From an optimization exercise on the open Yosys and OpenROAD flow, aimed at small area; shortcuts taken in it are not production practice. In this exercise RTL edits were held to simulation tests only and were not proved equivalent to the original. Power is estimated from default activity; no workload was simulated.

[flow/remap.abc]
strash
&get -n
&fraig -x
&deepsyn -T 90 -S @SEED@
&put
strash
&get -n
&dch -f
&nf -a -R 1000
&put
strash
&get -n
&dch -f
&nf -a -R 1000
&put
[design.v]
module scankeyboard_debounce(
	input              clk,
	input              rst_n,
	output reg  [4:1]  r,
	input       [4:1]  c,
	output      [3:0]  kcode,
	output             kev
	);
reg  [3:0] cnt;           
reg  [4:1] n1, n2, n3, n4;    
reg  [2:0] cls1, cls2;    
reg  [1:0] cls3;          
reg  [1:0] cls4;          
reg  [3:0] kf;            
reg  [3:0] kx;            
reg  [2:0] ch;            
wire [4:1] r_n = ~(4'b0001 << cnt[3:2]);
always @(posedge clk or negedge rst_n)
	if (!rst_n) begin
		cnt <= 4'd0;
		r <= 4'b1110;
	end else begin
		cnt <= cnt + 4'd1;
		r <= r_n;
	end
function [2:0] classify;
	input [4:1] p;    
	case (p)
	4'b0000: classify = 3'b000;
	4'b0001: classify = 3'b100;
	4'b0010: classify = 3'b101;
	4'b0100: classify = 3'b110;
	4'b1000: classify = 3'b111;
	default: classify = 3'b001;
	endcase
endfunction
wire [4:1] smp = r_n & ~r;
wire [4:1] nsel = ({4{smp[1]}} & n1) | ({4{smp[2]}} & n2) | ({4{smp[3]}} & n3) | ({4{smp[4]}} & n4);
wire [2:0] k = classify(~c & nsel);
always @(posedge clk or negedge rst_n)
	if (!rst_n) begin
		n1 <= 4'd0; n2 <= 4'd0; n3 <= 4'd0; n4 <= 4'd0;
		cls1 <= 3'd0; cls2 <= 3'd0; cls3 <= 2'd0; cls4 <= 2'd0;
	end else begin
		if (smp[1]) begin n1 <= ~c; cls1 <= k; end
		if (smp[2]) begin n2 <= ~c; cls2 <= k; end
		if (smp[3]) begin
			n3 <= ~c;
			cls3 <= k[2] ? ((k[1:0] == 2'd0) ? 2'd1 : 2'd2) : {k[0], k[0]};
		end
		if (smp[4]) begin
			n4 <= ~c;
			cls4 <= k[2] ? 2'd1 : {k[0], k[0]};
		end
	end
always @(posedge clk or negedge rst_n)
	if (!rst_n)
		kf <= 4'b0000;
	else begin
		if (~r[1]) kf[0] <= (cls1 != 3'd0);
		if (~r[2]) kf[1] <= (cls2 != 3'd0);
		if (~r[3]) kf[2] <= (cls3 != 2'd0);
		if (~r[4]) kf[3] <= (cls4 != 2'd0);
	end
reg [3:0] kcode_n;
reg       hold;
always @(*) begin
	hold = 1'b0;
	kcode_n = 4'd15;
	case (kf)
	4'b0001: if (cls1[2]) kcode_n = {2'b00, cls1[1:0]}; else hold = 1'b1;
	4'b0010: if (cls2[2]) kcode_n = {2'b01, cls2[1:0]}; else hold = 1'b1;
	4'b0100: if (cls3 == 2'd1) kcode_n = 4'd8; else if (cls3 != 2'd2) hold = 1'b1;
	4'b1000: if (cls4 != 2'd1) hold = 1'b1;
	4'b0000: ;
	default: hold = 1'b1;
	endcase
end
always @(posedge clk)
	if (!hold) kx <= ~kcode_n;
always @(posedge clk or negedge rst_n)
	if (!rst_n)
		ch <= 3'b000;
	else
		ch <= {ch[1:0], ~hold & (~kcode_n != kx)};
assign kcode = ~kx;
assign kev = ch[2];
endmodule
module smart_pill_box_ctl(
	input              clk,
	input              rst_n,
	input      [3:0]   kcode,
	input              kev,
	output reg [1:0]   mode,
	output reg [1:0]   index,
	output reg [19:0]  xd,        
	output reg         xd_bl,
	output reg         xd_on,
	output reg [2:0]   rstate,    
	output reg         gstate,    
	output             alarm_ctl
	);
localparam [19:0] BLANK_H = {2'd3, 4'd15};
localparam [19:0] BLANK_M = {3'd7, 4'd15};
wire [8:0] kf = {9{kev}} & (9'd1 << kcode);    
reg  [2:0] change;
reg  [4:0] hour;
reg  [5:0] min, sec;
reg  [4:0] ah [0:8];
reg  [5:0] am [0:8];
reg  [5:0] as [0:8];
reg  [8:0] on, af;
reg  [1:0] abc;
localparam [9:0] T1_END = 10'h081;
localparam [8:0] T2_END = 9'h087;
localparam [7:0] T4_END = 8'ha8;
reg  [9:0] t1s;
reg  [8:0] t500;
reg  [7:0] t250;
wire clk_1hz = (t1s == T1_END);
wire clk_2hz = (t500 == T2_END);
wire clk_4hz = (t250 == T4_END);
wire [9:0] t1s_nx  = {t1s[8:0], ~(t1s[2] ^ t1s[9])};
wire [8:0] t500_nx = {t500[7:0], ~(t500[3] ^ t500[8])};
wire [7:0] t250_nx = {t250[6:0], ~(t250[0] ^ t250[1] ^ t250[6] ^ t250[7])};
assign alarm_ctl = |af;
wire [17:0] bx [0:2];
genvar gb;
generate for (gb = 0; gb < 3; gb = gb + 1) begin : rd
	assign bx[gb] = (index == 2'd0) ? {on[3*gb],   ah[3*gb],   am[3*gb],   as[3*gb]} :
	                (index == 2'd1) ? {on[3*gb+1], ah[3*gb+1], am[3*gb+1], as[3*gb+1]} :
	                                  {on[3*gb+2], ah[3*gb+2], am[3*gb+2], as[3*gb+2]};
end endgenerate
wire [17:0] selv = (mode == 2'd2) ? bx[1] : (mode == 2'd3) ? bx[2] : bx[0];
wire [4:0] sel_h  = selv[16:12];
wire [5:0] sel_m  = selv[11:6];
wire [5:0] sel_s  = selv[5:0];
wire       sel_on = selv[17];
wire [2:0] mdec = {mode == 2'd3, mode == 2'd2, mode == 2'd1};
wire [2:0] idec = {index == 2'd2, index == 2'd1, index == 2'd0};
wire [8:0] asel = {{3{mdec[2]}} & idec, {3{mdec[1]}} & idec, {3{mdec[0]}} & idec};
wire time_mode = (mode == 2'd0);
wire chg0 = (change == 3'd0);
wire [1:0] mode_n = (kf[3] & chg0) ? mode + 2'd1 : mode;
wire to_time = (mode_n == 2'd0);
wire [4:0] src_h = to_time ? hour : sel_h;
wire [5:0] src_m = to_time ? min  : sel_m;
wire [5:0] src_s = to_time ? sec  : sel_s;
wire [5:0] fv   = (change == 3'd1) ? {1'b0, src_h} : (change == 3'd2) ? src_m : src_s;
wire [5:0] fmax = (change == 3'd1) ? 6'd23 : 6'd59;
wire [5:0] fnew = kf[1] ? ((fv == fmax) ? 6'd0 : fv + 6'd1)
                        : ((fv == 6'd0) ? fmax : fv - 6'd1);
wire kud = kf[1] | kf[2];
wire run1s = ~time_mode | chg0;
wire tick  = run1s & clk_1hz;
integer a;
always @(posedge clk or negedge rst_n)
	if (!rst_n) begin
		mode <= 2'd0; change <= 3'd0; index <= 2'd0;
		hour <= 5'd0; min <= 6'd0; sec <= 6'd0;
		on <= 9'd0;
		for (a = 0; a < 9; a = a + 1) begin
			ah[a] <= 5'd0; am[a] <= 6'd0; as[a] <= 6'd0;
		end
	end else begin
		mode <= mode_n;
		if (kf[0])
			change <= (change == (time_mode ? 3'd3 : 3'd4)) ? 3'd0 : change + 3'd1;
		if (time_mode | (kf[3] & chg0))
			index <= 2'd0;
		else if (kf[4] & chg0)
			index <= (index == 2'd2) ? 2'd0 : index + 2'd1;
		if (time_mode & kud) begin
			if (change == 3'd1) hour <= fnew[4:0];
			if (change == 3'd2) min  <= fnew;
			if (change == 3'd3) sec  <= fnew;
		end
		if (tick) begin
			if (sec == 6'd59) begin
				sec <= 6'd0;
				if (min == 6'd59) begin
					min <= 6'd0;
					hour <= (hour == 5'd23) ? 5'd0 : hour + 5'd1;
				end else
					min <= min + 6'd1;
			end else
				sec <= sec + 6'd1;
		end
		for (a = 0; a < 9; a = a + 1)
			if (asel[a] & kud) begin
				if (change == 3'd1) ah[a] <= fnew[4:0];
				if (change == 3'd2) am[a] <= fnew;
				if (change == 3'd3) as[a] <= fnew;
				if (change == 3'd4) on[a] <= ~on[a];
			end
	end
reg [8:0] match;
always @(*)
	for (a = 0; a < 9; a = a + 1)
		match[a] = (ah[a] == hour) & (am[a] == min) & (as[a] == sec);
wire t1s0 = (t1s == 10'd0) | clk_1hz;
wire [8:0] editing = asel & {9{~chg0}};
always @(posedge clk or negedge rst_n)
	if (!rst_n)
		af <= 9'd0;
	else
		af <= (af & ~{9{kf[5]}}) | (~af & ~editing & on & match & {9{t1s0}});
always @(posedge clk or negedge rst_n)
	if (!rst_n)
		t1s <= 10'd0;
	else
		t1s  <= ~run1s ? 10'd0 : clk_1hz ? 10'd1 : t1s_nx;
always @(posedge clk) begin
	t500 <= chg0 ? 9'd0 : clk_2hz ? 9'd1 : t500_nx;
	t250 <= ~(time_mode & alarm_ctl) ? 8'd0 : clk_4hz ? 8'd1 : t250_nx;
end
always @(posedge clk or negedge rst_n)
	if (!rst_n)
		abc <= 2'd0;
	else if (kf[6])
		abc <= (abc == 2'd1) ? 2'd0 : 2'd1;
	else if (kf[7])
		abc <= (abc == 2'd2) ? 2'd0 : 2'd2;
	else if (kf[8])
		abc <= (abc == 2'd3) ? 2'd0 : 2'd3;
wire [2:0] r_tog = (rstate == 3'd0) ? 3'd4 : 3'd0;
always @(posedge clk or negedge rst_n)
	if (!rst_n) begin
		rstate <= 3'd0; gstate <= 1'b0;
	end else if (abc != 2'd0)
		rstate <= {1'b0, abc};
	else if (!chg0) begin
		case (mode)
		2'd1: begin gstate <= 1'b0; if (clk_2hz) rstate <= r_tog; end
		2'd2: begin rstate <= 3'd0; if (clk_2hz) gstate <= ~gstate; end
		2'd3: if (clk_2hz) begin gstate <= ~gstate; rstate <= gstate ? 3'd0 : 3'd4; end
		default: begin rstate <= 3'd0; gstate <= 1'b0; end
		endcase
	end else if (|af[2:0]) begin
		gstate <= 1'b0; if (clk_4hz) rstate <= r_tog;
	end else if (|af[5:3]) begin
		rstate <= 3'd0; if (clk_4hz) gstate <= ~gstate;
	end else if (|af[8:6]) begin
		if (clk_4hz) begin gstate <= ~gstate; rstate <= gstate ? 3'd0 : 3'd4; end
	end else begin
		rstate <= 3'd0; gstate <= 1'b0;
	end
function [5:0] bcd_h;   
	input [4:0] v;
	begin
		if (v >= 5'd20)      bcd_h = {2'd2, v[3:0] - 4'd4};
		else if (v >= 5'd10) bcd_h = {2'd1, v[3:0] - 4'd10};
		else                 bcd_h = {2'd0, v[3:0]};
	end
endfunction
function [6:0] bcd_ms;  
	input [5:0] v;
	begin
		if (v >= 6'd50)      bcd_ms = {3'd5, v[3:0] - 4'd2};
		else if (v >= 6'd40) bcd_ms = {3'd4, v[3:0] - 4'd8};
		else if (v >= 6'd30) bcd_ms = {3'd3, v[3:0] - 4'd14};
		else if (v >= 6'd20) bcd_ms = {3'd2, v[3:0] - 4'd4};
		else if (v >= 6'd10) bcd_ms = {3'd1, v[3:0] - 4'd10};
		else                 bcd_ms = {3'd0, v[3:0]};
	end
endfunction
wire [5:0] bh = bcd_h(src_h);
wire [6:0] bm = bcd_ms(src_m);
wire [6:0] bs = bcd_ms(src_s);
wire [5:0] xh = xd[19:14];
wire [6:0] xm = xd[13:7];
wire [6:0] xs = xd[6:0];
wire hbl = (xh == BLANK_H[5:0]);
wire mbl = (xm == BLANK_M[6:0]);
wire sbl = (xs == BLANK_M[6:0]);
always @(posedge clk)
	if (time_mode & ~to_time) begin
		xd <= {2'd0, 4'd15, BLANK_M[6:0], BLANK_M[6:0]};
		xd_bl <= 1'b1;
	end else begin
		case (change)
		3'd0: begin xd <= {bh, bm, bs}; xd_bl <= 1'b0; xd_on <= sel_on; end
		3'd1: begin
			xd[13:0] <= {bm, bs}; xd_bl <= 1'b0; xd_on <= sel_on;
			if (clk_2hz) xd[19:14] <= hbl ? bh : BLANK_H[5:0];
		end
		3'd2: begin
			xd[19:14] <= bh; xd[6:0] <= bs; xd_bl <= 1'b0; xd_on <= sel_on;
			if (clk_2hz) xd[13:7] <= mbl ? bm : BLANK_M[6:0];
		end
		3'd3: begin
			xd[19:7] <= {bh, bm}; xd_bl <= 1'b0; xd_on <= sel_on;
			if (clk_2hz) xd[6:0] <= sbl ? bs : BLANK_M[6:0];
		end
		3'd4: begin
			xd <= {bh, bm, bs};
			if (clk_2hz) begin
				xd_bl <= ~xd_bl; xd_on <= sel_on;
			end
		end
		default: ;
		endcase
	end
endmodule
module lattic(
	input              clk,
	input              rst_n,
	input      [2:0]   rstate,
	input              gstate,
	input              alarm_ctl,
	output     [7:0]   row,
	output reg [7:0]   r_col,
	output     [7:0]   g_col,
	output             beep
	);
reg [3:0] tc;
reg [2:0] cnt;
always @(posedge clk or negedge rst_n)
	if (!rst_n) begin
		tc <= 4'd0; cnt <= 3'd0;
	end else if (tc == 4'd6) begin        
		tc <= 4'd0; cnt <= cnt + 3'd1;
	end else
		tc <= {tc[2:0], ~(tc[0] ^ tc[3])};
assign beep = ~(cnt[1] & alarm_ctl);
assign row = 8'd1 << cnt;
reg [7:0] heart;
always @(*)
	case (cnt)
	3'd1: heart = 8'h3c;
	3'd2: heart = 8'h18;
	3'd3: heart = 8'h24;
	3'd4, 3'd5, 3'd6: heart = 8'h3c;
	default: heart = 8'h00;
	endcase
assign g_col = ~(gstate ? heart : 8'h00);
always @(*)
	case (rstate)
	3'd1:
		case (cnt)
		3'd1: r_col = ~8'h18;
		3'd2: r_col = ~8'h24;
		3'd3, 3'd5, 3'd6: r_col = ~8'h42;
		3'd4: r_col = ~8'h7e;
		default: r_col = ~8'h00;
		endcase
	3'd2:
		case (cnt)
		3'd0: r_col = ~8'h00;
		3'd1, 3'd4, 3'd7: r_col = ~8'h1c;
		default: r_col = ~8'h24;
		endcase
	3'd3:
		case (cnt)
		3'd1, 3'd6: r_col = ~8'h1c;
		3'd2, 3'd5: r_col = ~8'h22;
		3'd3, 3'd4: r_col = ~8'h02;
		default: r_col = ~8'h00;
		endcase
	3'd4: r_col = ~heart;
	default: r_col = ~8'h00;
	endcase
endmodule
module lcd1602_driver(
	input              clk,
	input              rst_n,
	input      [127:0] codes,
	output reg         lcd_rs,
	output             lcd_rw,
	output reg         lcd_en,
	output reg [7:0]   lcd_data
	);
assign lcd_rw = 1'b0;
localparam INIT = 2'd0, CHECK = 2'd1, REFRESH = 2'd2;
localparam S0 = 3'd0, S1 = 3'd1, S2 = 3'd2, S3 = 3'd3, S4 = 3'd4, S5 = 3'd5;
localparam [127:0] SP = {4'd0, 4'd0, 4'd0, 4'd0, 4'd15, 4'd7, 4'd0, 4'd15,
                         4'd7, 4'd0, 4'd15, 4'd3, 4'd0, 4'd0, 4'd0, 4'd0,
                         4'd0, 4'd0, 4'd0, 4'd0, 4'd0, 4'd3, 4'd0, 4'd0,
                         4'd0, 4'd0, 4'd0, 4'd0, 4'd0, 4'd0, 4'd0, 4'd0};
function [7:0] digit;
	input [3:0] v;
	digit = (v >= 4'd10) ? " " : "0" + {4'd0, v};
endfunction
function [7:0] to_char;
	input [4:0] pos;
	input [3:0] c;
	case (pos)
	5'd1:  to_char = c[0] ? "s" : " ";
	5'd2:  to_char = c[0] ? "m" : " ";
	5'd3:  to_char = c[0] ? "a" : " ";
	5'd4:  to_char = c[0] ? "r" : " ";
	5'd5:  to_char = c[1] ? "t" : c[0] ? "b" : " ";
	5'd6:  to_char = c[0] ? "o" : " ";
	5'd7:  to_char = c[1] ? "p" : c[0] ? "x" : " ";
	5'd8:  to_char = c[2] ? "i" : (c[1:0] == 2'd0) ? " " : "0" + {6'd0, c[1:0]};
	5'd9:  to_char = c[1] ? "l" : c[0] ? ":" : " ";
	5'd10: to_char = c[2] ? "l" : (c[1:0] == 2'd3) ? " " : "1" + {6'd0, c[1:0]};
	5'd12: to_char = c[0] ? "b" : " ";
	5'd13: to_char = c[0] ? "o" : " ";
	5'd14: to_char = c[0] ? "x" : " ";
	5'd20: to_char = (c[1:0] == 2'd3) ? " " : "0" + {6'd0, c[1:0]};
	5'd21, 5'd24, 5'd27: to_char = digit(c);
	5'd23, 5'd26: to_char = (c[2:0] >= 3'd6) ? " " : "0" + {5'd0, c[2:0]};
	5'd22, 5'd25: to_char = c[0] ? ":" : " ";
	5'd29: to_char = c[0] ? "o" : " ";
	5'd30: to_char = c[1] ? "n" : c[0] ? "f" : " ";
	5'd31: to_char = c[0] ? "f" : " ";
	default: to_char = " ";
	endcase
endfunction
reg [1:0]   state_f;
reg [2:0]   state_s;
reg [4:0]   cnt;
reg [4:0]   refresh_pos;
wire [4:0]  local_pos = refresh_pos + 5'd1;
reg [127:0] cache;
wire [127:0] ncx = codes ^ SP;
reg [31:0] diff, first;
reg        found;
reg [4:0]  fpos;
integer p;
always @(*) begin
	fpos = 5'd0;
	found = 1'b0;
	for (p = 0; p < 32; p = p + 1) begin
		diff[p] = (cache[p*4 +: 4] != ncx[p*4 +: 4]);
		first[p] = diff[p] & ~found;
		found = found | diff[p];
		if (first[p]) fpos = fpos | p[4:0];
	end
end
reg [7:0] init_cmd;
always @(*)
	case (refresh_pos[2:0])
	3'd2: init_cmd = 8'h38;    
	3'd3: init_cmd = 8'h0c;
	3'd4: init_cmd = 8'h06;
	3'd5: init_cmd = 8'h01;
	default: init_cmd = 8'h80;
	endcase
wire [3:0] rcode = cache[refresh_pos*4 +: 4] ^ SP[refresh_pos*4 +: 4];
localparam [4:0] T10 = 5'd13, T24 = 5'd9;
wire [4:0] cnt_nx = {cnt[3:0], ~(cnt[1] ^ cnt[4])};
wire [4:0] tlim = (state_s == S1 || state_s == S4) ? T24 : T10;
wire tdone = (cnt == tlim);
wire win = (cnt != 5'd0);           
wire init_run = (state_f == INIT) & (refresh_pos != 5'd31);
wire busy = init_run | (state_f == REFRESH);
always @(posedge clk or negedge rst_n)
	if (!rst_n) begin
		lcd_rs <= 1'b0;
		lcd_en <= 1'b0;
		lcd_data <= 8'd0;
	end else if (busy & win) begin
		case (state_s)
		S0: begin
			lcd_rs <= 1'b0; lcd_en <= 1'b0;
			lcd_data <= init_run ? init_cmd
			                     : {1'b1, refresh_pos[4], 2'b00, refresh_pos[3:0]};
		end
		S1, S4: lcd_en <= 1'b1;
		S3: begin
			lcd_rs <= 1'b1; lcd_en <= 1'b0;
			lcd_data <= to_char(refresh_pos, rcode);
		end
		default: lcd_en <= 1'b0;
		endcase
	end
always @(posedge clk or negedge rst_n)
	if (!rst_n) begin
		state_f <= INIT;
		state_s <= S0;
		cnt <= 5'd1;
		refresh_pos <= 5'd26;
		cache <= 128'd0;
	end else begin
		case (state_f)
		INIT:
			if (init_run) begin
				cnt <= tdone ? 5'd0 : cnt_nx;
				if (tdone)
					case (state_s)
					S0: state_s <= S1;
					S1: state_s <= S2;
					default: begin state_s <= S0; refresh_pos <= refresh_pos + 5'd1; end
					endcase
			end else
				state_f <= CHECK;
		CHECK:
			if (found) begin
				refresh_pos <= fpos;
				state_f <= REFRESH;
				state_s <= (local_pos == fpos) ? S3 : S0;
				for (p = 0; p < 32; p = p + 1)
					if (first[p]) cache[p*4 +: 4] <= ncx[p*4 +: 4];
			end
		default: begin
			cnt <= tdone ? 5'd0 : cnt_nx;
			if (tdone) begin
				if (state_s == S5) begin
					state_s <= S0; state_f <= CHECK;
				end else
					state_s <= state_s + 3'd1;
			end
		end
		endcase
	end
endmodule
module lcd1602_display(
	input      [1:0]   mode,
	input      [1:0]   index,
	input      [19:0]  xd,
	input              xd_bl,
	input              xd_on,
	output reg [127:0] codes     
	);
wire T = (mode == 2'd0);
wire onf = ~T & ~xd_bl;
always @(*) begin
	codes = 128'd0;
	codes[1*4 +: 4] = {3'd0, T};
	codes[2*4 +: 4] = {3'd0, T};
	codes[3*4 +: 4] = {3'd0, T};
	codes[4*4 +: 4] = {3'd0, T};
	codes[5*4 +: 4] = {2'd0, T, ~T};
	codes[6*4 +: 4] = {3'd0, ~T};
	codes[7*4 +: 4] = {2'd0, T, ~T};
	codes[8*4 +: 4] = {1'b0, T, mode};
	codes[9*4 +: 4] = {2'd0, T, ~T};
	codes[10*4 +: 4] = {1'b0, T, index};
	codes[12*4 +: 4] = {3'd0, T};
	codes[13*4 +: 4] = {3'd0, T};
	codes[14*4 +: 4] = {3'd0, T};
	codes[20*4 +: 4] = {2'd0, xd[19:18]};
	codes[21*4 +: 4] = xd[17:14];
	codes[22*4 +: 4] = 4'd1;
	codes[23*4 +: 4] = {1'b0, xd[13:11]};
	codes[24*4 +: 4] = xd[10:7];
	codes[25*4 +: 4] = 4'd1;
	codes[26*4 +: 4] = {1'b0, xd[6:4]};
	codes[27*4 +: 4] = xd[3:0];
	codes[29*4 +: 4] = {3'd0, onf};
	codes[30*4 +: 4] = {2'd0, onf & xd_on, onf & ~xd_on};
	codes[31*4 +: 4] = {3'd0, onf & ~xd_on};
end
endmodule
module smart_pill_box(
	input              clk,
	input              rst_n,
	input      [4:1]   c,
	output     [4:1]   r,
	output             lcd_rs,
	output             lcd_rw,
	output             lcd_en,
	output     [7:0]   lcd_data,
	output             beep,
	output     [7:0]   row,
	output     [7:0]   r_col,
	output     [7:0]   g_col
	);
wire [3:0]  kcode;
wire        kev;
wire [1:0]  mode, index;
wire [19:0] xd;
wire        xd_bl, xd_on;
wire [2:0]  rstate;
wire        gstate;
wire        alarm_ctl;
wire [127:0] codes;
scankeyboard_debounce scankeyboard_debounce_inst(
	.clk(clk), .rst_n(rst_n), .r(r), .c(c), .kcode(kcode), .kev(kev));
smart_pill_box_ctl smart_pill_box_ctl_inst(
	.clk(clk), .rst_n(rst_n), .kcode(kcode), .kev(kev),
	.mode(mode), .index(index), .xd(xd), .xd_bl(xd_bl), .xd_on(xd_on),
	.rstate(rstate), .gstate(gstate), .alarm_ctl(alarm_ctl));
lattic lattic_inst(
	.clk(clk), .rst_n(rst_n), .rstate(rstate), .gstate(gstate),
	.alarm_ctl(alarm_ctl), .row(row), .r_col(r_col), .g_col(g_col), .beep(beep));
lcd1602_display lcd1602_display_inst(
	.mode(mode), .index(index), .xd(xd), .xd_bl(xd_bl), .xd_on(xd_on),
	.codes(codes));
lcd1602_driver lcd1602_driver_inst(
	.clk(clk), .rst_n(rst_n), .codes(codes), .lcd_rs(lcd_rs), .lcd_rw(lcd_rw), .lcd_en(lcd_en),
	.lcd_data(lcd_data));
endmodule
[flow/buffer_ports_args]
-buffer_cell sky130_fd_sc_hd__buf_1
[standard.sh]
#!/bin/bash
# synth_recipe.tcl (not shown) runs the flow's synth.tcl, then flattens the netlist and writes it again
# the make line also repeats each setting of config.mk as NAME=value (left out here)
make -C /OpenROAD-flow-scripts/flow DESIGN_CONFIG=/design/flow/config.mk WORK_HOME=/design/flow/orfs CLKGATE_MAP_FILE= SYNTH_SCRIPT=/design/flow/synth_recipe.tcl "${@:-finish}"
[constraint.sdc]
create_clock -name core_clock -period 12.0 [get_ports {clk}]
set_input_delay 2.4000 -clock core_clock [delete_from_list [all_inputs] [get_ports {clk}]]
set_output_delay 2.4000 -clock core_clock [all_outputs]
set_load 0.01 [all_outputs]
[flow/cts_args]
-sink_clustering_enable -repair_clock_nets -sink_clustering_size 24 -sink_clustering_max_diameter 80 -buf_list sky130_fd_sc_hd__clkbuf_16 -dont_use_dummy_load
[config.mk]
export PLATFORM = sky130hd
export DESIGN_NAME = smart_pill_box
export DESIGN_NICKNAME = smart_pill_box
export VERILOG_FILES = /design/flow/design.v
export SDC_FILE = /design/flow/constraint.sdc
export NUM_CORES = 4
export LEC_CHECK = 0
export ABC_AREA = 1
export CAP_MARGIN = 10
export CORE_MARGIN = 2
export CORE_UTILIZATION = 60
export CTS_BUF_LIST = sky130_fd_sc_hd__clkbuf_16
export CTS_CLUSTER_DIAMETER = 80
export CTS_CLUSTER_SIZE = 24
export SLEW_MARGIN = 10
[flow/run.sh]
#!/bin/bash
# Layout flow: the standard synthesis, then the combinational logic of
# that netlist is mapped again with a stronger ABC script (the registers,
# their names and cell types are kept as they are), then the standard
# layout from floorplan to finish on the new netlist. Clock tree synthesis
# takes its options from flow/cts_args (ORFS's CTS_ARGS) and port buffering
# from flow/buffer_ports_args (ORFS's BUFFER_PORTS_ARGS) when they exist.
set -euo pipefail
W=$(pwd)
F=$W/flow
R=$W/orfs/results/$FLOW_PLATFORM/smart_pill_box/base
LIB=$FLOW_HOME/platforms/sky130hd/lib/sky130_fd_sc_hd__tt_025C_1v80.lib

bash standard.sh synth > $W/synth.log 2>&1

cp $R/1_2_yosys.v $W/std_synth.v
# register cell types of the standard synthesis, kept as black boxes
FLOPS=$(grep -o 'sky130_fd_sc_hd__[a-z0-9_]*' $W/std_synth.v | sort -u | grep -E '__(df|sdf|edf|dl)' | tr '\n' ' ')
DONT_USE=$(sed -n '/DONT_USE_CELLS/,/^$/p' $FLOW_HOME/platforms/sky130hd/config.mk | tr -d '\\' | tr ' \t' '\n\n' | grep '^sky130' | sed 's/^/-dont_use /' | tr '\n' ' ')
# four runs of the ABC script with different random seeds, in parallel;
# the smallest result is kept
for S in 0 1 2 3; do
  sed "s/@SEED@/$S/" $F/remap.abc > $W/remap_$S.abc
  cat > $W/remap_$S.ys <<EOT
read_liberty -ignore_miss_func $LIB
read_verilog $W/std_synth.v
hierarchy -top $FLOW_TOP
setattr -mod -set keep_hierarchy 1 $FLOPS
flatten
opt_clean
tee -o $W/remap_before_$S.txt stat -liberty $LIB
abc -liberty $LIB $DONT_USE -script $W/remap_$S.abc
opt_clean -purge
splitnets
opt_clean -purge
hilomap -singleton -hicell sky130_fd_sc_hd__conb_1 HI -locell sky130_fd_sc_hd__conb_1 LO
insbuf -buf sky130_fd_sc_hd__buf_4 A X
select $FLOW_TOP
tee -o $W/remap_after_$S.txt stat -liberty $LIB
write_verilog -noattr -nohex -nodec -selected $W/remapped_$S.v
EOT
  yosys -s $W/remap_$S.ys > $W/remap_$S.log 2>&1 &
done
wait
BEST=""; BEST_AREA=""
for S in 0 1 2 3; do
  A=$( (grep "Chip area for module" $W/remap_after_$S.txt || true) | awk '{print $NF}')
  if [[ -n "$A" && -s $W/remapped_$S.v ]]; then
    if [[ -z "$BEST" ]] || awk -v a="$A" -v b="$BEST_AREA" 'BEGIN{exit !(a < b)}'; then
      BEST=$S; BEST_AREA=$A
    fi
  fi
done
echo "remap: kept seed $BEST, area $BEST_AREA" > $W/remap_choice.txt
cp $W/remapped_$BEST.v $W/remapped.v

cp $W/remapped.v $R/1_2_yosys.v
rm -f $R/1_synth.odb $R/1_synth.sdc
if [[ -f $F/cts_args ]]; then
  export CTS_ARGS="$(cat $F/cts_args)"
fi
if [[ -f $F/buffer_ports_args ]]; then
  export BUFFER_PORTS_ARGS="$(cat $F/buffer_ports_args)"
fi
bash standard.sh finish > $W/finish.log 2>&1
==> results.txt, run 1 <==
Hold-fix buffers, CTS=0; gp weighted congestion=1.05; # resized after CTS=0; Vias/cell=7.03; # H-tree levels=1; HPWL Detailed=48,500 um; remaining antenna violation count=0; Crit. End Element=register; fin crit period=6.63 ns; Worst VDD drop=0.128 mV; Clock Tree Root=clkbuf_16; hold slack final=0.356 ns; register-to-register setup slack=5.37 ns; TritonCTS buffer count=22; Die Ht=183 um; # rows=65; worst hold path class=register to register; DR WL met3=7360 um; final total power=2.13 mW; Clock Skew=0.0604 ns; WL/cell=26.2 um; CTS tree=built; slowest CP cell=o21ai_0; crit path cell chain=nor2_1 -> nand2_1 -> or4_1 -> xnor2_1 -> or2_1 -> buf_4 -> o21ai_0 -> o22ai_1 -> a21oi_1 -> o41ai_1 -> a31oi_1 -> nor2_1 -> xor2_1 -> buf_4 -> o21ai_0; Vias=18.3k; GRT overflow=0; max incr delay on CP=0.85 ns; Arrival @ worst endpoint=7.02 ns; gr usage total=41.1%; Post-CTS Setup Bufs=0; WP buf/inv=2; Max Used Layer=met5; Final Setup Violations=0; Worst-path clk slew=0.09 ns; clock latency on the worst-skew pair=0.57 ns; DIE AREA=0.0334 mm2; nets@finish=2,213; Worst setup SP type=register; WL met1=25,400 um; first-pass GRT wire length=105,000 um; worst slew pin tran=1.30 ns; RSZ-0062 raised after global routing=false; clk sinks=373; share of cells above drive strength 1=3.40%; met2 wire length=30,700 um; Port Buffers=38; Crit Path Max Fanout=36; Syn Area/Cell=9.01 um2; area of the core=0.0315 mm2; Lkg Pwr=8.44 nW; P&R area growth vs syn=7.30%; critical path's top delay family=simple AND/OR/NAND/NOR gates; Initial Utilization=60.9%; chip width=183 um; yosys synthesis warning count=8; status=complete, no violations; I/O pins=46; Slew Limit Fails=0; synthesized instance count=2,127; power density over the cells=103 mW/mm2; initial antenna violation count=1; WL final=68,300 um; 1st-pass router iterations=8; Fmax=151 MHz; Mapped Area=0.0192 mm2; DRC Markers=0; Hold Fails Final Rpt=0; Critical Path RT=12.39 ns; # Max-Cap Violations=0; vias in the first global route=17.4k; Slew HR=12.7%; setup_tns=0 ns; drt initial violations=2,885; Clock Path Buffers=3; Worst Path Class, Setup=register to register; pin count of the biggest net entering global routing=70; Final period util=55.2%
[final cells by class]
class / count / area, um2
well taps: 402 / 503
diodes: 1 / 2.50
flip-flops and latches: 373 / 9180
repair buffers: 73 / 409
fillers: 2643 / 10900
clock buffers: 22 / 551
multi-input cells: 1656 / 9620
inverters: 81 / 304
[report_power, final]
| group | switching (mW) | leakage [nW] | internal, mW |
|---|---|---|---|
| Clock | 0.412 | 0.271 | 0.326 |
| Combinational | 0.0672 | 3.35 | 0.0241 |
| Sequential | 0.0216 | 4.81 | 1.28 |
| Total | 0.501 | 8.44 | 1.63 |
[final timing paths]
kind,from,end,depth (start not counted)
worst max-delay path,smart_pill_box_ctl_inst.change[1],smart_pill_box_ctl_inst.as[8][5],15
worst min-delay path,scankeyboard_debounce_inst.ch[0],scankeyboard_debounce_inst.ch[1],0
worst max register to register,smart_pill_box_ctl_inst.change[1],smart_pill_box_ctl_inst.as[8][5],15
worst min register to register,scankeyboard_debounce_inst.ch[0],scankeyboard_debounce_inst.ch[1],0
max in group asynchronous,rst_n,smart_pill_box_ctl_inst.hour[0],3
min in group asynchronous,rst_n,lattic_inst.cnt[1],1
[state kept, by name, summed over array words and instances, names as in the netlist, 9 cells and up]
| signal | cells |
|---|---|
| smart_pill_box_ctl_inst.am | 54 |
| smart_pill_box_ctl_inst.ah | 45 |
| smart_pill_box_ctl_inst.af | 9 |
| lcd1602_driver_inst.cache | 46 |
| smart_pill_box_ctl_inst.t500 | 9 |
| smart_pill_box_ctl_inst.as | 54 |
| smart_pill_box_ctl_inst.t1s | 10 |
| smart_pill_box_ctl_inst.on | 9 |
| smart_pill_box_ctl_inst.xd | 20 |
[per-stage QoR]
step / instances / instance area [um2] / setup WS [ns] / util [%]
2_1_floorplan: 2132 / 19200 / 6.26 / -
3_3_place_gp: 2585 / 20000 / 5.97 / 63.6
3_5_place_dp: 2585 / 20000 / 5.68 / 63.6
4_1_cts: 2607 / 20600 / 5.62 / 65.3
5_1_grt: 2607 / 20600 / 4.85 / 65.3
6_report: 2608 / 20600 / 5.37 / 65.3
[layout by cell type (no fill, tap or decap), types with 28 or more instances in the layout]
master	instances
a22o_1	28
xor2_1	39
a222oi_1	58
clkinv_1	81
and2_0	34
nor3_1	32
buf_1	37
nor2_1	181
dfrtp_1	323
o21ai_0	255
a21oi_1	143
nand3_1	56
nand2_1	326
xnor2_1	93
o22ai_1	43
dfxtp_1	38
buf_4	35
[worst reg2reg max path, cell delays in order (launching register included)]
cell and delay [ns]:
dfrtp_1 0.55, nor2_1 0.49, nand2_1 0.67, or4_1 0.70, xnor2_1 0.17, or2_1 0.25, buf_4 0.24, o21ai_0 0.86
o22ai_1 0.26, a21oi_1 0.38, o41ai_1 0.18, a31oi_1 0.36, nor2_1 0.11, xor2_1 0.74, buf_4 0.39, o21ai_0 0.12
[metal layers]
metal  global-route usage (%)  up-vias
met4                     25.4        2
met1                     52.2     8748
met3                     8.64      352
met2                     64.9     1215
met5                        0        -
li1                         -     8023
==> inputs of run 2 (changes only) <==
--- a/config.mk
+++ b/config.mk
@@ -8,3 +8,3 @@
 export ABC_AREA = 1
-export CAP_MARGIN = 10
+export CAP_MARGIN = 0
 export CORE_MARGIN = 2
@@ -14,2 +14,2 @@
 export CTS_CLUSTER_SIZE = 24
-export SLEW_MARGIN = 10
+export SLEW_MARGIN = 0
==> run 2 against run 1 <==
  * Sequential power about the same
  * Global-route usage stayed put
  * Register-to-register slack barely moved
  * Combinational power is essentially flat
  * First-iteration DRC count unchanged
  * Wire length did not move
  * Hold slack is the same
  * Count of clock-buffer cells in the layout is the same
  * Cell area did not move
  * Fmax stayed put
  * Die area did not move
  * Power unchanged
==> results.txt, run 2 <==
status=complete, no violations (unchanged); yosys synthesis warning count=8 (unchanged); Slew Limit Fails=0 (unchanged); Initial Utilization=60.9% (unchanged); Final period util=55.2% (unchanged); nets@finish=2,213 (unchanged); Clk pwr share=34.7% (about the same); # H-tree levels=1 (unchanged); final instance area=0.0206 mm2 (unchanged); fillers=2,643 (unchanged); Flop pwr share=61.0% (about the same); Clock Tree Root=clkbuf_16 (unchanged); fin crit period=6.63 ns (unchanged); DRC Markers=0 (unchanged); Final Setup Violations=0 (unchanged); share of cells above drive strength 1=3.40% (unchanged); Slew HR=12.7% (unchanged); Vias/cell=7.03 (unchanged); Crit Path Max Fanout=36 (unchanged); Cells after DPL=2,585 (unchanged); # rows=65 (unchanged); WP buf/inv=2 (unchanged); RSZ-0062 raised after global routing=false (unchanged); clock latency on the worst-skew pair=0.57 ns (about the same); P&R area growth vs syn=7.30% (unchanged); Hold Fails Final Rpt=0 (unchanged); register-to-register setup slack=5.37 ns (about the same); final setup margin=5.37 ns (unchanged); worst slew pin tran=1.30 ns (unchanged); Mapped Area=0.0192 mm2 (unchanged); Worst Path Class, Setup=register to register (unchanged); # Max-Cap Violations=0 (unchanged); # resized after CTS=0 (unchanged); HPWL Detailed=48,500 um (unchanged); most frequent cells in the layout=nand2_1 (326), dfrtp_1 (323), o21ai_0 (255) (unchanged); Worst VDD drop=0.128 mV (unchanged); Arrival @ worst endpoint=7.02 ns (about the same); worst hold path class=register to register (unchanged); reg-to-reg startpoint=smart_pill_box_ctl_inst.change[1] (unchanged); Hold-fix buffers, CTS=0 (unchanged); Crit. End Element=register (unchanged); Clock Path Buffers=3 (unchanged); Clock Skew=0.0604 ns (unchanged); WL final=68,300 um (unchanged); crit path cell chain=nor2_1 -> nand2_1 -> or4_1 -> xnor2_1 -> or2_1 -> buf_4 -> o21ai_0 -> o22ai_1 -> a21oi_1 -> o41ai_1 -> a31oi_1 -> nor2_1 -> xor2_1 -> buf_4 -> o21ai_0 (unchanged); chip width=183 um (unchanged); clk sinks=373 (unchanged); dpl cell area=0.0200 mm2 (unchanged); Hold Path Origin=scankeyboard_debounce_inst.ch[0] (unchanged); drt initial violations=2,885 (unchanged); setup_tns=0 ns (unchanged); synthesized instance count=2,127 (unchanged); pin count of the biggest net entering global routing=70 (unchanged); vias in the first global route=17.4k (unchanged); Post-Layout Cell Count=2,608 (unchanged); cell-internal power=1.63 mW (unchanged); I/O pins=46 (unchanged); remaining antenna violation count=0 (unchanged); Post-CTS Setup Bufs=0 (unchanged); Logic pwr share=4.3% (about the same); GRT overflow=0 (unchanged); max incr delay on CP=0.85 ns (about the same); area of the core=0.0315 mm2 (unchanged); gp weighted congestion=1.05 (unchanged); slowest CP cell=o21ai_0 (unchanged); DIE AREA=0.0334 mm2 (unchanged); CP Launch Point=smart_pill_box_ctl_inst.change[1] (unchanged); hold slack final=0.356 ns (unchanged); commonest non-fill, non-tap cell in the layout=nand2_1 (unchanged); Lkg Pwr=8.44 nW (unchanged); CTS tree=built (unchanged); Syn Area/Cell=9.01 um2 (unchanged); Vias=18.3k (unchanged); Util after Layout=65.3% (unchanged); Port Buffers=38 (unchanged); Worst-path clk slew=0.09 ns (about the same); first-pass GRT wire length=105,000 um (unchanged); Fmax=151 MHz (unchanged); final total power=2.13 mW (unchanged); WL/cell=26.2 um (unchanged); power density over the cells=103 mW/mm2 (unchanged); Sw Ratio=23.5% (unchanged); Top Registers=smart_pill_box_ctl_inst.am x54, smart_pill_box_ctl_inst.as x54, lcd1602_driver_inst.cache x46 (unchanged); Worst setup SP type=register (unchanged); 1st-pass router iterations=8 (unchanged); gr usage total=41.1% (unchanged); TritonCTS buffer count=22 (unchanged); NetSw=0.501 mW (unchanged); initial antenna violation count=1 (unchanged); Critical Path RT=12.39 ns (about the same); Die Ht=183 um (unchanged); critical path's top delay family=simple AND/OR/NAND/NOR gates (unchanged); pre-CTS setup slack=5.68 ns (unchanged)
[run 2: final cells by class]
cell class | instances | area, um2 | share of cell area [%]
tap | 402 | 503 | 2.45
multi-input combinational | 1656 | 9620 | 46.8
timing repair buffer | 73 | 409 | 1.99
clock buffer | 22 | 551 | 2.68
inverter | 81 | 304 | 1.48
antenna | 1 | 2.50 | 0.0122
sequential | 373 | 9180 | 44.6
[run 2: metal layers]
metal / vias to the layer above / share of wire (%) / track usage [%]
li1: 8023 / - / -
met1: 8748 / 37 / 52.2
met2: 1215 / 45 / 64.9
met3: 352 / 11 / 8.64
met4: 2 / 7.1 / 25.4
met5: - / 0.019 / 0
[run 2: power by group through the flow]
stage	registers, mW	logic (mW)	clock network (mW)
floorplan	1.32	0.0468	0
global placement	1.32	0.0879	0
detailed placement	1.32	0.0907	0
CTS	1.30	0.0911	0.741
global route	1.30	0.103	0.787
finish	1.30	0.0913	0.739
[run 2: worst paths after layout]
| check | to | cells past startpoint |
|---|---|---|
| hold reg to reg | scankeyboard_debounce_inst.ch[1] | 0 |
| max in group asynchronous | smart_pill_box_ctl_inst.hour[0] | 3 |
| min in group asynchronous | lattic_inst.cnt[1] | 1 |
| setup reg to reg | smart_pill_box_ctl_inst.as[8][5] | 15 |
| hold / removal | scankeyboard_debounce_inst.ch[1] | 0 |
| setup / recovery | smart_pill_box_ctl_inst.as[8][5] | 15 |
[run 2: worst reg2reg max path: cells and delay by family (launching register included)]
family / cells / cell delay, ns
flops: 1 / 0.55
compound gates: 6 / 2.16
simple gates: 5 / 2.22
xor+xnor: 2 / 0.91
buf+inv: 2 / 0.63
==> inputs of run 3 (changes only) <==
--- a/config.mk
+++ b/config.mk
@@ -8,3 +8,3 @@
 export ABC_AREA = 1
-export CAP_MARGIN = 0
+export CAP_MARGIN = 20
 export CORE_MARGIN = 2
@@ -14,2 +14,2 @@
 export CTS_CLUSTER_SIZE = 24
-export SLEW_MARGIN = 0
+export SLEW_MARGIN = 20
==> run 3 against run 2 <==
  * Global-route usage is the same
  * Sequential power hardly changed
  * Wire length is essentially flat
  * Still clean on timing, DRC and antenna
  * Non-clock buffer count up 2
  * Critical endpoint is now lcd1602_driver_inst.cache[94]
==> results.txt, run 3 <==
# H-tree levels=1 (unchanged); WL/cell=26.2 um (about the same); status=complete, no violations (unchanged); pin count of the biggest net entering global routing=70 (unchanged); slowest CP cell=dfrtp_1 (was o21ai_0); # rows=65 (unchanged); yosys synthesis warning count=8 (unchanged); area taken by multi-input logic gates=0.00962 mm2 (about the same); fillers=2,641 (was 2,643); setup_tns=0 ns (unchanged); CTS tree=built (unchanged); DIE AREA=0.0334 mm2 (unchanged); synthesized instance count=2,127 (unchanged); Slew HR=16.3% (was 12.7%); RSZ-0062 raised after global routing=false (unchanged); Arrival @ worst endpoint=7.00 ns (was 7.02 ns); Final Setup Violations=0 (unchanged); Critical Path RT=12.43 ns (was 12.39 ns); nets@finish=2,215 (was 2,213); drt initial violations=2,867 (was 2,885); Worst VDD drop=0.129 mV (was 0.128 mV); vias in the first global route=17.4k (unchanged); Clock Tree Root=clkbuf_16 (unchanged); hold slack final=0.355 ns (was 0.356 ns); Clock Skew=0.0609 ns (was 0.0604 ns); clock latency on the worst-skew pair=0.57 ns (about the same); Initial Utilization=60.9% (unchanged); commonest non-fill, non-tap cell in the layout=nand2_1 (unchanged); clk sinks=373 (unchanged); Cells after DPL=2,585 (unchanged); Crit Path Max Fanout=28 (was 36); Post-Layout Cell Count=2,610 (was 2,608); gp weighted congestion=1.05 (unchanged); DRC Markers=0 (unchanged); Fmax=152 MHz (was 151 MHz); Die Ht=183 um (unchanged); Hold Fails Final Rpt=0 (unchanged); Seq. cell area=0.00918 mm2 (unchanged); # resized after CTS=0 (unchanged); Slew Limit Fails=0 (unchanged); Vias/cell=7.02 (was 7.03); Worst-path clk slew=0.09 ns (about the same); remaining antenna violation count=0 (unchanged); Worst setup SP type=register (unchanged); Most common cell on crit path=nand2b_1; most frequent cells in the layout=nand2_1 (326), dfrtp_1 (323), o21ai_0 (255) (unchanged); Clock Path Buffers=3 (unchanged); worst slew pin tran=1.25 ns (was 1.30 ns); GRT overflow=0 (unchanged); Vias=18.3k (about the same); worst hold path class=register to register (unchanged); Syn Area/Cell=9.01 um2 (unchanged); crit path cell chain=nor2_2 -> buf_4 -> xnor2_1 -> o211ai_1 -> a221oi_1 -> o21ai_0 -> nor3_1 -> o2111ai_1 -> nand2b_1 -> nand3b_1 -> nor3_1 -> nand2_1 -> nor4_1 -> and2_0 -> nand2b_1 -> nand2b_1 -> a21oi_1 -> a21oi_1 -> nand2b_1 -> nor3_1 -> nand3_1 -> nand2_1 -> o21ai_0 (was nor2_1 -> nand2_1 -> or4_1 -> xnor2_1 -> or2_1 -> buf_4 -> o21ai_0 -> o22ai_1 -> a21oi_1 -> o41ai_1 -> a31oi_1 -> nor2_1 -> xor2_1 -> buf_4 -> o21ai_0); # Max-Cap Violations=0 (unchanged); Mapped Area=0.0192 mm2 (unchanged); share of cells above drive strength 1=3.49% (was 3.40%); area of the core=0.0315 mm2 (unchanged); Hold-fix buffers, CTS=0 (unchanged); Worst Path Class, Setup=register to register (unchanged); max incr delay on CP=0.59 ns (was 0.85 ns); 1st-pass router iterations=13 (was 8); Top Registers=smart_pill_box_ctl_inst.am x54, smart_pill_box_ctl_inst.as x54, lcd1602_driver_inst.cache x46 (unchanged); initial antenna violation count=1 (unchanged); Post-CTS Setup Bufs=0 (unchanged); chip width=183 um (unchanged); Lkg Pwr=8.45 nW (was 8.44 nW); I/O pins=46 (unchanged); fin crit period=6.57 ns (was 6.63 ns); power density over the cells=103 mW/mm2 (about the same); Crit. End Element=register (unchanged); first-pass GRT wire length=105,000 um (unchanged); Final period util=54.7% (was 55.2%); P&R area growth vs syn=7.40% (was 7.30%); WL final=68,400 um (was 68,300 um); TritonCTS buffer count=22 (unchanged); gr usage total=41.1% (unchanged); Port Buffers=38 (unchanged); HPWL Detailed=48,500 um (unchanged)
run 3: worst paths after layout:
path                                             startpoint                                to  slack, ns  cells past startpoint
max                         smart_pill_box_ctl_inst.mode[1]     lcd1602_driver_inst.cache[94]       5.43                     23
min                        scankeyboard_debounce_inst.ch[0]  scankeyboard_debounce_inst.ch[1]       0.36                      0
max reg2reg                 smart_pill_box_ctl_inst.mode[1]     lcd1602_driver_inst.cache[94]       5.43                     23
min reg2reg                scankeyboard_debounce_inst.ch[0]  scankeyboard_debounce_inst.ch[1]       0.36                      0
max in group asynchronous                             rst_n   smart_pill_box_ctl_inst.hour[0]       8.17                      3
min in group asynchronous                             rst_n                lattic_inst.cnt[1]       1.82                      1
run 3: worst max-delay path, delay by kind of cell (launching register included):
family          cells  cell delay (ns)
compound gates      7             1.67
xor+xnor            1             0.21
buf+inv             1             0.35
flops               1             0.59
simple gates       14             3.60
run 3: area by class of cell:
| type | count | area share, % |
|---|---|---|
| clock buffers | 22 | 2.67 |
| multi-input cells | 1656 | 46.7 |
| well taps | 402 | 2.44 |
| flip-flops and latches | 373 | 44.6 |
| inverters | 81 | 1.48 |
| repair buffers | 75 | 2.07 |
| diodes | 1 | 0.0122 |
run 3: routing by layer:
metal	up-vias	GRT usage [%]	part of all wire (%)
met3	368	8.64	11
met2	1226	64.9	44
met5	-	0	0.019
li1	8028	-	-
met4	2	25.4	7.6
met1	8692	52.2	38
run 3: where the power goes:
group	total (mW)	internal, mW	switching (mW)
Clock	0.740	0.326	0.413
Combinational	0.0914	0.0241	0.0673
Sequential	1.30	1.28	0.0216
run 3: through the flow:
stage	power, mW	setup WS, ns	utilization (%)	instance area (um2)
2_1_floorplan	1.36	6.26	-	19200
3_3_place_gp	1.41	5.97	63.6	20000
3_5_place_dp	1.41	5.68	63.6	20000
4_1_cts	2.13	5.62	65.3	20600
5_1_grt	2.19	4.85	65.4	20600
6_report	2.13	5.43	65.4	20600
==> inputs of run 4 (changes only) <==
==> flow/cts_args (replaced) <==
-sink_clustering_enable -repair_clock_nets -sink_clustering_size 28 -sink_clustering_max_diameter 80 -buf_list sky130_fd_sc_hd__clkbuf_16 -dont_use_dummy_load
==> run 4 against run 3 <==
  * Count of clock-buffer cells in the layout shrank 2
  * Sequential share of layout area grew 0.11 points
  * Synthesized cell count is the same
  * Cell count shrank 0.11%
  * Critical path type unchanged
  * Worst setup slack lost 0.055 ns
  * Global-route usage is essentially flat
  * Wire length is essentially flat
  * Die area is the same
==> results.txt, run 4 <==
Final Setup Violations=0 (unchanged); WL/cell=26.2 um (about the same); DRC Markers=0 (unchanged); pin count of the biggest net entering global routing=70 (unchanged); Vias/cell=7.05 (was 7.02); # resized after CTS=0 (unchanged); gr usage total=41.1% (about the same); synthesized instance count=2,127 (unchanged); Hold-fix buffers, CTS=0 (unchanged); # Max-Cap Violations=0 (unchanged); final total power=2.10 mW (was 2.13 mW); Clock Skew=0.0414 ns (was 0.0609 ns); Critical Path RT=12.39 ns (was 12.43 ns); Worst Path Class, Setup=register to register (unchanged); status=complete, no violations (unchanged); WL final=68,400 um (about the same); most frequent cells in the layout=nand2_1 (326), dfrtp_1 (323), o21ai_0 (255) (unchanged); DIE AREA=0.0334 mm2 (unchanged); remaining antenna violation count=0 (unchanged); nets@finish=2,213 (was 2,215); Crit Path Max Fanout=36 (was 28); NetSw=0.498 mW (was 0.502 mW); TritonCTS buffer count=20 (was 22); Worst setup SP type=register (unchanged); cell-internal power=1.60 mW (was 1.63 mW); yosys synthesis warning count=8 (unchanged); commonest non-fill, non-tap cell in the layout=nand2_1 (unchanged); Hold Path Depth=0 (unchanged); Sw Ratio=23.8% (was 23.6%); Mapped Area=0.0192 mm2 (unchanged); Lkg Pwr=8.42 nW (was 8.45 nW); fin crit period=6.62 ns (was 6.57 ns); Clock Path Buffers=3 (unchanged); Flop pwr share=61.9% (was 61.0%); Final period util=55.2% (was 54.7%); # H-tree levels=1 (unchanged); Initial Utilization=60.9% (unchanged); CTS tree=built (unchanged); first-pass GRT wire length=105,000 um (about the same); GRT overflow=0 (unchanged); Cells after DPL=2,585 (unchanged); Port Buffers=38 (unchanged); HPWL Detailed=48,500 um (unchanged); Hold Fails Final Rpt=0 (unchanged); Most common cell on crit path=o21ai_0 (was nand2b_1); clk sinks=373 (unchanged); Fmax=151 MHz (was 152 MHz); share of cells above drive strength 1=3.40% (was 3.49%); Slew Limit Fails=0 (unchanged); slowest CP cell=xor2_1 (was dfrtp_1); Vias=18.4k (was 18.3k); Slew HR=20.1% (was 16.3%); Syn Area/Cell=9.01 um2 (unchanged); worst slew pin tran=1.19 ns (was 1.25 ns); setup_tns=0 ns (unchanged); 1st-pass router iterations=9 (was 13); vias in the first global route=17.5k (was 17.4k); Clk pwr share=33.8% (was 34.7%); reg2reg path depth=15 (was 23); Top Registers=smart_pill_box_ctl_inst.am x54, smart_pill_box_ctl_inst.as x54, lcd1602_driver_inst.cache x46 (unchanged); ANT cells=0 (was 1); Worst VDD drop=0.129 mV (about the same); power density over the cells=102 mW/mm2 (was 103 mW/mm2); Post-CTS Setup Bufs=0 (unchanged); Clock Tree Root=clkbuf_16 (unchanged); drt initial violations=3,002 (was 2,867); dpl cell area=0.0200 mm2 (unchanged); RSZ-0062 raised after global routing=false (unchanged); max incr delay on CP=0.73 ns (was 0.59 ns); initial antenna violation count=2 (was 1); final instance area=0.0205 mm2 (was 0.0206 mm2); crit path cell chain=nor2_1 -> nand2_1 -> or4_1 -> xnor2_1 -> or2_1 -> buf_4 -> o21ai_0 -> o21ai_0 -> or2_0 -> o41ai_1 -> a31oi_1 -> nor2_1 -> xor2_1 -> buf_4 -> o21ai_0 (was nor2_2 -> buf_4 -> xnor2_1 -> o211ai_1 -> a221oi_1 -> o21ai_0 -> nor3_1 -> o2111ai_1 -> nand2b_1 -> nand3b_1 -> nor3_1 -> nand2_1 -> nor4_1 -> and2_0 -> nand2b_1 -> nand2b_1 -> a21oi_1 -> a21oi_1 -> nand2b_1 -> nor3_1 -> nand3_1 -> nand2_1 -> o21ai_0); chip width=183 um (unchanged); Logic pwr share=4.4% (was 4.3%); clock latency on the worst-skew pair=0.56 ns (was 0.57 ns); area of the core=0.0315 mm2 (unchanged); P&R area growth vs syn=7.13% (was 7.40%); Post-Layout Cell Count=2,607 (was 2,610); # rows=65 (unchanged); I/O pins=46 (unchanged); Worst-path clk slew=0.11 ns (was 0.09 ns); gp weighted congestion=1.05 (unchanged); worst hold path class=register to register (unchanged); Arrival @ worst endpoint=7.01 ns (was 7.00 ns); Crit. End Element=register (unchanged); Die Ht=183 um (unchanged)
-- run 4: cell count changes in the layout (fill, tap and decap cells not counted) --
cell       change
clkbuf_16      -2
buf_6          -1
clkbuf_8       +1
diode_2        -1
-- run 4: path summary, 6_finish.rpt --
check / slack [ns] / startpoint / end
min in group asynchronous: 1.85 / rst_n / lattic_inst.cnt[1]
worst max-delay path: 5.38 / smart_pill_box_ctl_inst.change[1] / smart_pill_box_ctl_inst.am[3][5]
worst min-delay path: 0.36 / scankeyboard_debounce_inst.ch[0] / scankeyboard_debounce_inst.ch[1]
worst min register to register: 0.36 / scankeyboard_debounce_inst.ch[0] / scankeyboard_debounce_inst.ch[1]
max in group asynchronous: 8.16 / rst_n / smart_pill_box_ctl_inst.min[0]
worst max register to register: 5.38 / smart_pill_box_ctl_inst.change[1] / smart_pill_box_ctl_inst.am[3][5]
-- run 4: per-layer routing --
metal	wire length, um	track usage [%]
met3	7090	8.84
met1	25400	52.1
met5	54	0
met2	30600	64.6
met4	5290	25.8
-- run 4: final cells by class --
cell class,instances,area [um2]
fillers,2631,10900
multi-input cells,1656,9620
flip-flops and latches,373,9180
well taps,402,503
clock buffers,20,500
repair buffers,75,428
inverters,81,304
-- run 4: metrics by stage --
step	worst slack, ns	hold slack (ns)	util [%]
finish	5.38	0.360	65.2
floorplan	6.26	0.331	-
CTS	5.63	0.359	65.2
global placement	5.97	0.332	63.6
global route	4.91	0.378	65.2
detailed placement	5.68	0.335	63.6
-- run 4: worst max-delay path: cells and delay by family (launching register included) --
family,cells,cell delay (ns)
simple gates,6,2.65
buf+inv,2,0.62
flops,1,0.57
compound gates,5,1.72
xor+xnor,2,0.90
-- run 4: power by group through the flow --
stage               combinational, mW  sequential, mW  clock [mW]
floorplan                      0.0468            1.32           0
global placement               0.0879            1.32           0
detailed placement             0.0907            1.32           0
CTS                            0.0910            1.30       0.708
global route                    0.103            1.30       0.749
finish                         0.0915            1.30       0.708
==> inputs of run 5 (changes only) <==
--- a/flow/remap.abc
+++ b/flow/remap.abc
@@ -3,3 +3,3 @@
 &fraig -x
-&deepsyn -T 90 -S @SEED@
+&deepsyn -T 120 -S @SEED@
 &put
==> run 5 against run 4 <==
  * Area after synthesis unchanged
  * Worst setup slack unchanged
  * Critical path depth unchanged
  * Wire length unchanged
  * Flip-flop and latch count unchanged
  * Die area unchanged
  * Sequential share of layout area unchanged
  * Combinational power about the same
  * Clock skew unchanged
  * Cell count unchanged
  * Largest power group unchanged
==> results.txt, run 5 <==
# H-tree levels=1 (unchanged); Crit Path Max Fanout=36 (unchanged); Lkg Pwr=8.42 nW (unchanged); WL/cell=26.2 um (unchanged); status=complete, no violations (unchanged); DRC Markers=0 (unchanged); Final Setup Violations=0 (unchanged); drt initial violations=3,002 (unchanged); Worst Path Class, Setup=register to register (unchanged); pre-CTS setup slack=5.68 ns (unchanged); WL met1=25,400 um (unchanged); Flop pwr share=61.9% (about the same); cell-internal power=1.60 mW (unchanged); Sw Ratio=23.8% (unchanged); first-pass GRT wire length=105,000 um (unchanged); Initial Utilization=60.9% (unchanged); remaining antenna violation count=0 (unchanged); Slew Limit Fails=0 (unchanged); HPWL Detailed=48,500 um (unchanged); I/O pins=46 (unchanged); WL final=68,400 um (unchanged); yosys synthesis warning count=8 (unchanged); worst hold path class=register to register (unchanged); most frequent cells in the layout=nand2_1 (326), dfrtp_1 (323), o21ai_0 (255) (unchanged); final instance area=0.0205 mm2 (unchanged); Vias/cell=7.05 (unchanged); gr usage total=41.1% (unchanged); 1st-pass router iterations=9 (unchanged); CTS tree=built (unchanged); gp weighted congestion=1.05 (unchanged); Crit. End Element=register (unchanged); pin count of the biggest net entering global routing=70 (unchanged); DR WL met3=7090 um (unchanged); DIE AREA=0.0334 mm2 (unchanged); share of cells above drive strength 1=3.40% (unchanged); Cells after DPL=2,585 (unchanged); crit path cell chain=nor2_1 -> nand2_1 -> or4_1 -> xnor2_1 -> or2_1 -> buf_4 -> o21ai_0 -> o21ai_0 -> or2_0 -> o41ai_1 -> a31oi_1 -> nor2_1 -> xor2_1 -> buf_4 -> o21ai_0 (unchanged); nets@finish=2,213 (unchanged); initial antenna violation count=2 (unchanged); clk sinks=373 (unchanged); fin crit period=6.62 ns (unchanged); Arrival @ worst endpoint=7.01 ns (about the same); Clock Skew=0.0414 ns (unchanged); commonest non-fill, non-tap cell in the layout=nand2_1 (unchanged); Worst-path clk slew=0.11 ns (about the same); final setup margin=5.38 ns (unchanged); Most common cell on crit path=o21ai_0 (unchanged); Post-CTS Setup Bufs=0 (unchanged); ANT cells=0 (unchanged); Die Ht=183 um (unchanged); synthesized instance count=2,127 (unchanged); chip width=183 um (unchanged); Post-Layout Cell Count=2,607 (unchanged); Vias=18.4k (unchanged); GRT overflow=0 (unchanged); area of the core=0.0315 mm2 (unchanged); Port Buffers=38 (unchanged); P&R area growth vs syn=7.13% (unchanged); Syn Area/Cell=9.01 um2 (unchanged); # rows=65 (unchanged); Worst VDD drop=0.129 mV (unchanged); slowest CP cell=xor2_1 (unchanged); Worst setup SP type=register (unchanged); Slew HR=20.1% (unchanged); dpl cell area=0.0200 mm2 (unchanged); RSZ-0062 raised after global routing=false (unchanged); Max Used Layer=met5 (unchanged); Hold-fix buffers, CTS=0 (unchanged); worst slew pin tran=1.19 ns (unchanged); # Max-Cap Violations=0 (unchanged); Logic pwr share=4.4% (about the same); Critical Path RT=12.39 ns (about the same); setup_tns=0 ns (unchanged); vias in the first global route=17.5k (unchanged); TritonCTS buffer count=20 (unchanged); # resized after CTS=0 (unchanged); Clock Path Buffers=3 (unchanged); Clock Tree Root=clkbuf_16 (unchanged); Hold Fails Final Rpt=0 (unchanged); clock latency on the worst-skew pair=0.56 ns (about the same); Mapped Area=0.0192 mm2 (unchanged); Top Registers=smart_pill_box_ctl_inst.am x54, smart_pill_box_ctl_inst.as x54, lcd1602_driver_inst.cache x46 (unchanged); max incr delay on CP=0.73 ns (about the same); Clk pwr share=33.8% (about the same); power density over the cells=102 mW/mm2 (unchanged); Final period util=55.2% (unchanged); Fmax=151 MHz (unchanged); met2 wire length=30,600 um (unchanged); NetSw=0.498 mW (unchanged)
==> run 5: metrics by stage <==
| step | power (mW) | hold slack (ns) | util (%) |
|---|---|---|---|
| 2_1_floorplan | 1.36 | 0.331 | - |
| 3_3_place_gp | 1.41 | 0.332 | 63.6 |
| 3_5_place_dp | 1.41 | 0.335 | 63.6 |
| 4_1_cts | 2.10 | 0.359 | 65.2 |
| 5_1_grt | 2.15 | 0.378 | 65.2 |
| 6_report | 2.10 | 0.360 | 65.2 |
==> run 5: power by group through the flow <==
stage / clock network, mW / registers [mW] / logic [mW]
after global routing: 0.749 / 1.30 / 0.103
after detailed placement: 0 / 1.32 / 0.0907
after floorplan: 0 / 1.32 / 0.0468
after CTS: 0.708 / 1.30 / 0.0910
after global placement: 0 / 1.32 / 0.0879
final: 0.708 / 1.30 / 0.0915
==> run 5: path summary, 6_finish.rpt <==
| kind | start | end | slack [ns] | cells past startpoint |
|---|---|---|---|---|
| worst max-delay path | smart_pill_box_ctl_inst.change[1] | smart_pill_box_ctl_inst.am[3][5] | 5.38 | 15 |
| min in group asynchronous | rst_n | lattic_inst.cnt[1] | 1.85 | 1 |
| worst min-delay path | scankeyboard_debounce_inst.ch[0] | scankeyboard_debounce_inst.ch[1] | 0.36 | 0 |
| max in group asynchronous | rst_n | smart_pill_box_ctl_inst.min[0] | 8.16 | 3 |
| worst max register to register | smart_pill_box_ctl_inst.change[1] | smart_pill_box_ctl_inst.am[3][5] | 5.38 | 15 |
| worst min register to register | scankeyboard_debounce_inst.ch[0] | scankeyboard_debounce_inst.ch[1] | 0.36 | 0 |
==> run 5: area by class of cell <==
class / instances / area [um2]
Fill cell: 2631 / 10900
Inverter: 81 / 304
Multi-Input combinational cell: 1656 / 9620
Tap cell: 402 / 503
Timing Repair Buffer: 75 / 428
Clock buffer: 20 / 500
Sequential cell: 373 / 9180
==> run 5: worst max-delay path, delay by kind of cell, from the launching register on <==
kind	cells	cell delay (ns)
flops	1	0.57
xor+xnor	2	0.90
buf+inv	2	0.62
simple gates	6	2.65
compound gates	5	1.72
==> run 5: routing by layer <==
layer,GRT usage (%),vias to the layer above
li1,-,8011
met4,25.8,4
met1,52.1,8804
met3,8.84,365
met2,64.6,1191
met5,0,-

## what the ideal ports hide
In the flow no input, the clock included, has a driving cell. The finished layouts below were timed again as built, in two steps. Step 1 sets driving cells, clkbuf_16 on the clock port and buf_2 on the other inputs (assumed; they add their load-dependent delay and slew). Step 2 moves the port delays by t, midway between the first and last clock arrival at a register: inputs arrive t later, outputs are due t later. That takes back most of the time a late clock gives input paths. Three values: no drivers, after step 1, after step 2; two values: the first two.
run	t, ns	setup slack, ns	hold WS [ns]	clock arrival spread, ns	pins driven straight from the clock port
run 1	0.589	5.372 / 5.372 / 5.372	0.356 / 0.356 / 0.356	0.062 / 0.061	1
run 2	0.589	5.372 / 5.372 / 5.372	0.356 / 0.356 / 0.356	0.062 / 0.061	1
run 3	0.590	5.432 / 5.432 / 5.432	0.355 / 0.355 / 0.355	0.061 / 0.060	1
run 4	0.591	5.378 / 5.378 / 5.378	0.360 / 0.360 / 0.360	0.056 / 0.055	1
run 5	0.591	5.378 / 5.378 / 5.378	0.360 / 0.360 / 0.360	0.056 / 0.055	1
After both steps every run listed still meets setup and hold.
